Background: an optimization exercise with open tools, aiming at small area, a short achievable clock period and few clock cycles per item. Do not read the settings as production practice.
At most, simulation tests tie the RTL to the original design; equivalence was not proved.

== north ==
Design kitten_fabric_tile, start of the top module:
module kitten_fabric_tile #(
    parameter N_PRE       = 4096,
    parameter N_POST      = 4096,
    parameter ADDRW_PRE   = 13,
    parameter ADDRW_CSR   = 18,
    parameter ADDRW_POST  = 12,
    parameter PACK_WIDTH  = 8,
    parameter BRAM_DELAY  = 1
) (
    input  wire                  clk,
    input  wire                  rst,
    input  wire                  i_step_start,
    input  wire                  i_proj_done,
    output wire                  o_step_done,
    input  wire                  i_pre_spike_valid,
    input  wire [15:0]           i_pre_spike_idx,
    input  wire                  i_pre_spike,
    output wire                  o_pre_spike_ready,
    output wire                  o_post_spike_valid,
    output wire [PACK_WIDTH-1:0] o_post_spike_data,
    input  wire                  i_post_spike_ready,
    output wire [ADDRW_PRE-1:0]  o_indptr_addr,
    input  wire [31:0]           i_indptr_data,
    output wire [ADDRW_CSR-1:0]  o_indices_addr,
    input  wire [31:0]           i_indices_data,
    output wire [ADDRW_CSR-1:0]  o_values_addr,
    input  wire [15:0]           i_values_q_data,
    input  wire [15:0]           i_scale_q,
    output wire [ADDRW_POST-1:0] o_I_addr,
    output wire                  o_I_we,
    output wire [31:0]           o_I_din,
    input  wire [31:0]           i_I_dout,
    output wire [ADDRW_POST-1:0] o_v_addr,
    output wire                  o_v_we,
    output wire [31:0]           o_v_din,
    input  wire [31:0]           i_v_dout,
    input  wire [15:0]           i_alpha,
    input  wire [15:0]           i_v_th
);
Size: ~320 flip-flops, roughly 24000 µm² of cells after synthesis.
clock: 14.0 ns
lec_check: 0
cap_margin: 40
core_margin: 2
core_utilization: 40
slew_margin: 60
standard.sh (not shown) runs the stock make flow with config.mk's settings and CLKGATE_MAP_FILE= SYNTH_SCRIPT=/design/flow/synth_recipe.tcl, a recipe that flattens the netlist after the stock synthesis.
==> flow/flow/run.sh <==
#!/bin/bash
# Standard layout with plain buffers on the ports; timing repair aims
# SETUP_MARGIN ns beyond the clock period.
set -o pipefail
export BUFFER_PORTS_ARGS="-buffer_cell sky130_fd_sc_hd__buf_1"
bash standard.sh SETUP_SLACK_MARGIN=9.9 finish 2>&1 | tee standard_flow.log
## Diff of input files: south against north
# north
export LEC_CHECK = 0
export CAP_MARGIN = 40
export CORE_MARGIN = 2
export CORE_UTILIZATION = 40
export SLEW_MARGIN = 60
create_clock -name core_clock -period 14.0 [get_ports {clk}]
# south
export LEC_CHECK = 0
export CAP_MARGIN = 40
export CORE_MARGIN = 2
export CORE_UTILIZATION = 55
export SLEW_MARGIN = 60
create_clock -name core_clock -period 14.0 [get_ports {clk}]
--- a/flow/flow/run.sh
+++ b/flow/flow/run.sh
@@ -6 +6 @@
-bash standard.sh SETUP_SLACK_MARGIN=9.9 finish 2>&1 | tee standard_flow.log
+bash standard.sh SETUP_SLACK_MARGIN=9.5 finish 2>&1 | tee standard_flow.log
### Flow results
- south against north: cell count went down 273, effective utilization at floorplan went up 15 points, total wire length after detailed routing went down 3.3%.
Function was not checked in any run of this note: the RTL went through the layout flow alone.

Another version of the RTL of kitten_fabric_tile (not shown whole).
For scale: ~2500 cells after synthesis, ~330 flip-flops, roughly 24000 um2 of cells after synthesis.
==> flow/design.v (excerpt) <==
module kitten_fabric_tile #(
    parameter N_PRE       = 4096,
    parameter N_POST      = 4096,
    parameter ADDRW_PRE   = 13,
    parameter ADDRW_CSR   = 18,
    parameter ADDRW_POST  = 12,
    parameter PACK_WIDTH  = 8,
    parameter BRAM_DELAY  = 1
) (
    input  wire                  clk,
    input  wire                  rst,
    input  wire                  i_step_start,
    input  wire                  i_proj_done,
    output wire                  o_step_done,
    input  wire                  i_pre_spike_valid,
    input  wire [15:0]           i_pre_spike_idx,
    input  wire                  i_pre_spike,
    output wire                  o_pre_spike_ready,
    output wire                  o_post_spike_valid,
    output wire [PACK_WIDTH-1:0] o_post_spike_data,
    input  wire                  i_post_spike_ready,
    output wire [ADDRW_PRE-1:0]  o_indptr_addr,
    input  wire [31:0]           i_indptr_data,
    output wire [ADDRW_CSR-1:0]  o_indices_addr,
    input  wire [31:0]           i_indices_data,
    output wire [ADDRW_CSR-1:0]  o_values_addr,
    input  wire [15:0]           i_values_q_data,
    input  wire [15:0]           i_scale_q,
    output wire [ADDRW_POST-1:0] o_I_addr,
    output wire                  o_I_we,
    output wire [31:0]           o_I_din,
    input  wire [31:0]           i_I_dout,
    output wire [ADDRW_POST-1:0] o_v_addr,
    output wire                  o_v_we,
    output wire [31:0]           o_v_din,
    input  wire [31:0]           i_v_dout,
    input  wire [15:0]           i_alpha,
    input  wire [15:0]           i_v_th
);
==> flow/config.mk <==
export PLATFORM = sky130hd
export DESIGN_NAME = kitten_fabric_tile
export DESIGN_NICKNAME = kitten_fabric_tile
export VERILOG_FILES = /design/flow/design.v
export SDC_FILE = /design/flow/constraint.sdc
export NUM_CORES = 4
export LEC_CHECK = 0
export CAP_MARGIN = 40
export CORE_MARGIN = 2
export CORE_UTILIZATION = 40
export SLEW_MARGIN = 60
==> flow/constraint.sdc <==
create_clock -name core_clock -period 14.0 [get_ports {clk}]
set_input_delay 2.8000 -clock core_clock [delete_from_list [all_inputs] [get_ports {clk}]]
set_output_delay 2.8000 -clock core_clock [all_outputs]
set_load 0.01 [all_outputs]
run.sh (not shown) runs the stock make flow with config.mk's settings and CLKGATE_MAP_FILE= SYNTH_SCRIPT=/design/flow/synth_recipe.tcl, a recipe that flattens the netlist after the stock synthesis.
Stock flow here: none of the scripts above is used.
The first run finished clean.
Testbench counts at the start, summed over its fixed seeds: cycles 330,670, steps 24.
Change:
==> flow/flow/run.sh (new file) <==
#!/bin/bash
# Standard layout with plain buffers on the ports; timing repair aims
# SETUP_MARGIN ns beyond the clock period.
set -o pipefail
export BUFFER_PORTS_ARGS="-buffer_cell sky130_fd_sc_hd__buf_1"
bash standard.sh SETUP_SLACK_MARGIN=9.5 finish 2>&1 | tee standard_flow.log
==> flow/standard.sh (new file) <==
#!/bin/bash
# synth_recipe.tcl (not shown) runs the flow's synth.tcl, then flattens the netlist and writes it again
# the make line also repeats each setting of config.mk as NAME=value (left out here)
make -C /OpenROAD-flow-scripts/flow DESIGN_CONFIG=/design/flow/config.mk WORK_HOME=/design/flow/orfs CLKGATE_MAP_FILE= SYNTH_SCRIPT=/design/flow/synth_recipe.tcl "${@:-finish}"
removed: flow/run.sh
The changed run went through all stages and came out clean. Count of clock-buffer cells in the layout falls by 2. Hold slack is better by 0.016 ns.
Change:
==> flow/run.sh (new file) <==
#!/bin/bash
# synth_recipe.tcl (not shown) runs the flow's synth.tcl, then flattens the netlist and writes it again
# the make line also repeats each setting of config.mk as NAME=value (left out here)
make -C /OpenROAD-flow-scripts/flow DESIGN_CONFIG=/design/flow/config.mk WORK_HOME=/design/flow/orfs CLKGATE_MAP_FILE= SYNTH_SCRIPT=/design/flow/synth_recipe.tcl finish
--- a/flow/config.mk
+++ b/flow/config.mk
@@ -6,6 +6,6 @@
 export NUM_CORES = 4
 export LEC_CHECK = 0
-export CAP_MARGIN = 40
+export CAP_MARGIN = 20
 export CORE_MARGIN = 2
 export CORE_UTILIZATION = 40
-export SLEW_MARGIN = 60
+export SLEW_MARGIN = 20
removed: flow/flow/run.sh
removed: flow/standard.sh
Design area increases by a few percent.
Wire length goes down slightly.
First-iteration DRC count is lower by roughly a tenth.
Synthesized area stays the same.
Die area is unchanged.
Via count decreases slightly.
Sequential share of layout area goes down by 0.73 points.
Worst setup slack got worse by 1.2 ns.
Change:
==> flow/flow/run.sh (new file) <==
#!/bin/bash
# Standard layout with plain buffers on the ports; timing repair aims
# SETUP_MARGIN ns beyond the clock period.
set -o pipefail
export BUFFER_PORTS_ARGS="-buffer_cell sky130_fd_sc_hd__buf_1"
bash standard.sh SETUP_SLACK_MARGIN=10.5 finish 2>&1 | tee standard_flow.log
==> flow/standard.sh (new file) <==
#!/bin/bash
# synth_recipe.tcl (not shown) runs the flow's synth.tcl, then flattens the netlist and writes it again
# the make line also repeats each setting of config.mk as NAME=value (left out here)
make -C /OpenROAD-flow-scripts/flow DESIGN_CONFIG=/design/flow/config.mk WORK_HOME=/design/flow/orfs CLKGATE_MAP_FILE= SYNTH_SCRIPT=/design/flow/synth_recipe.tcl "${@:-finish}"
--- a/flow/config.mk
+++ b/flow/config.mk
@@ -6,6 +6,6 @@
 export NUM_CORES = 4
 export LEC_CHECK = 0
-export CAP_MARGIN = 20
+export CAP_MARGIN = 40
 export CORE_MARGIN = 2
 export CORE_UTILIZATION = 40
-export SLEW_MARGIN = 20
+export SLEW_MARGIN = 60
removed: flow/run.sh
What happened:
- The changed run passed the timing, DRC and antenna checks
- cell area came out higher by 6.9%
- synthesized area is unchanged
- die area stays the same
- worst hold slack barely changes
- first-iteration DRC count came out higher by 1.1%
- setup slack gets better by 1.2 ns
- via count came out higher by 5.0%
- count of clock-buffer cells in the layout is unchanged
Change:
==> flow/flow/run.sh (replaced) <==
#!/bin/bash
# Standard layout, with plain buffers on the ports.
set -o pipefail
cp standard.sh standard_copy.log
export BUFFER_PORTS_ARGS="-buffer_cell sky130_fd_sc_hd__buf_1"
bash standard.sh 2>&1 | tee standard_flow.log
=> Die area does not change; via count falls by 5.2%; setup slack is worse by 0.89 ns; cell area decreases by 11%; global-route usage decreases by 1.5 points; critical path depth shrinks by 1; wire length went down by 8.9%; synthesized cell count is unchanged.

separate check: timing with driven ports:
How much do the figures lean on ideal ports? The routed layouts below were timed once more, with nothing changed but the port constraints. Step 1 sets driving cells, clkbuf_16 on the clock port and buf_2 on the other inputs (assumed; they add their load-dependent delay and slew). Step 2, shift: input delay + t, output delay - t, t = (earliest + latest rising clock arrival at the registers) / 2. This alone moves slack from input paths to output paths. Three values: ideal, step 1, step 2; two values: the first two.
| run | shift t [ns] | setup slack, ns | clock arrival spread, ns | worst slew at a driven data input, ns |
|---|---|---|---|---|
| north | 0.623 | 9.546 / 9.546 / 9.372 | 0.017 / 0.017 | 0.07 |
| south | 0.613 | 9.462 / 9.462 / 9.109 | 0.016 / 0.015 | 0.10 |
| the first run of note 2 | 0.605 | 8.521 / 8.521 / 8.401 | 0.020 / 0.020 | 0.09 |
| the second run of note 2 | 0.611 | 9.399 / 9.393 / 8.980 | 0.012 / 0.013 | 0.08 |
| the third run of note 2 | 0.613 | 8.228 / 8.228 / 8.228 | 0.020 / 0.020 | 0.09 |
| the fourth run of note 2 | 0.609 | 9.385 / 9.362 / 9.198 | 0.022 / 0.023 | 0.08 |
| the fifth run of note 2 | 0.609 | 8.493 / 8.493 / 8.493 | 0.012 / 0.013 | 0.07 |
After both steps every run listed still meets setup and hold. For the second run of note 2, which loses most, drivers alone change the setup slack by -0.006 ns; drivers and shift together by -0.419 ns.
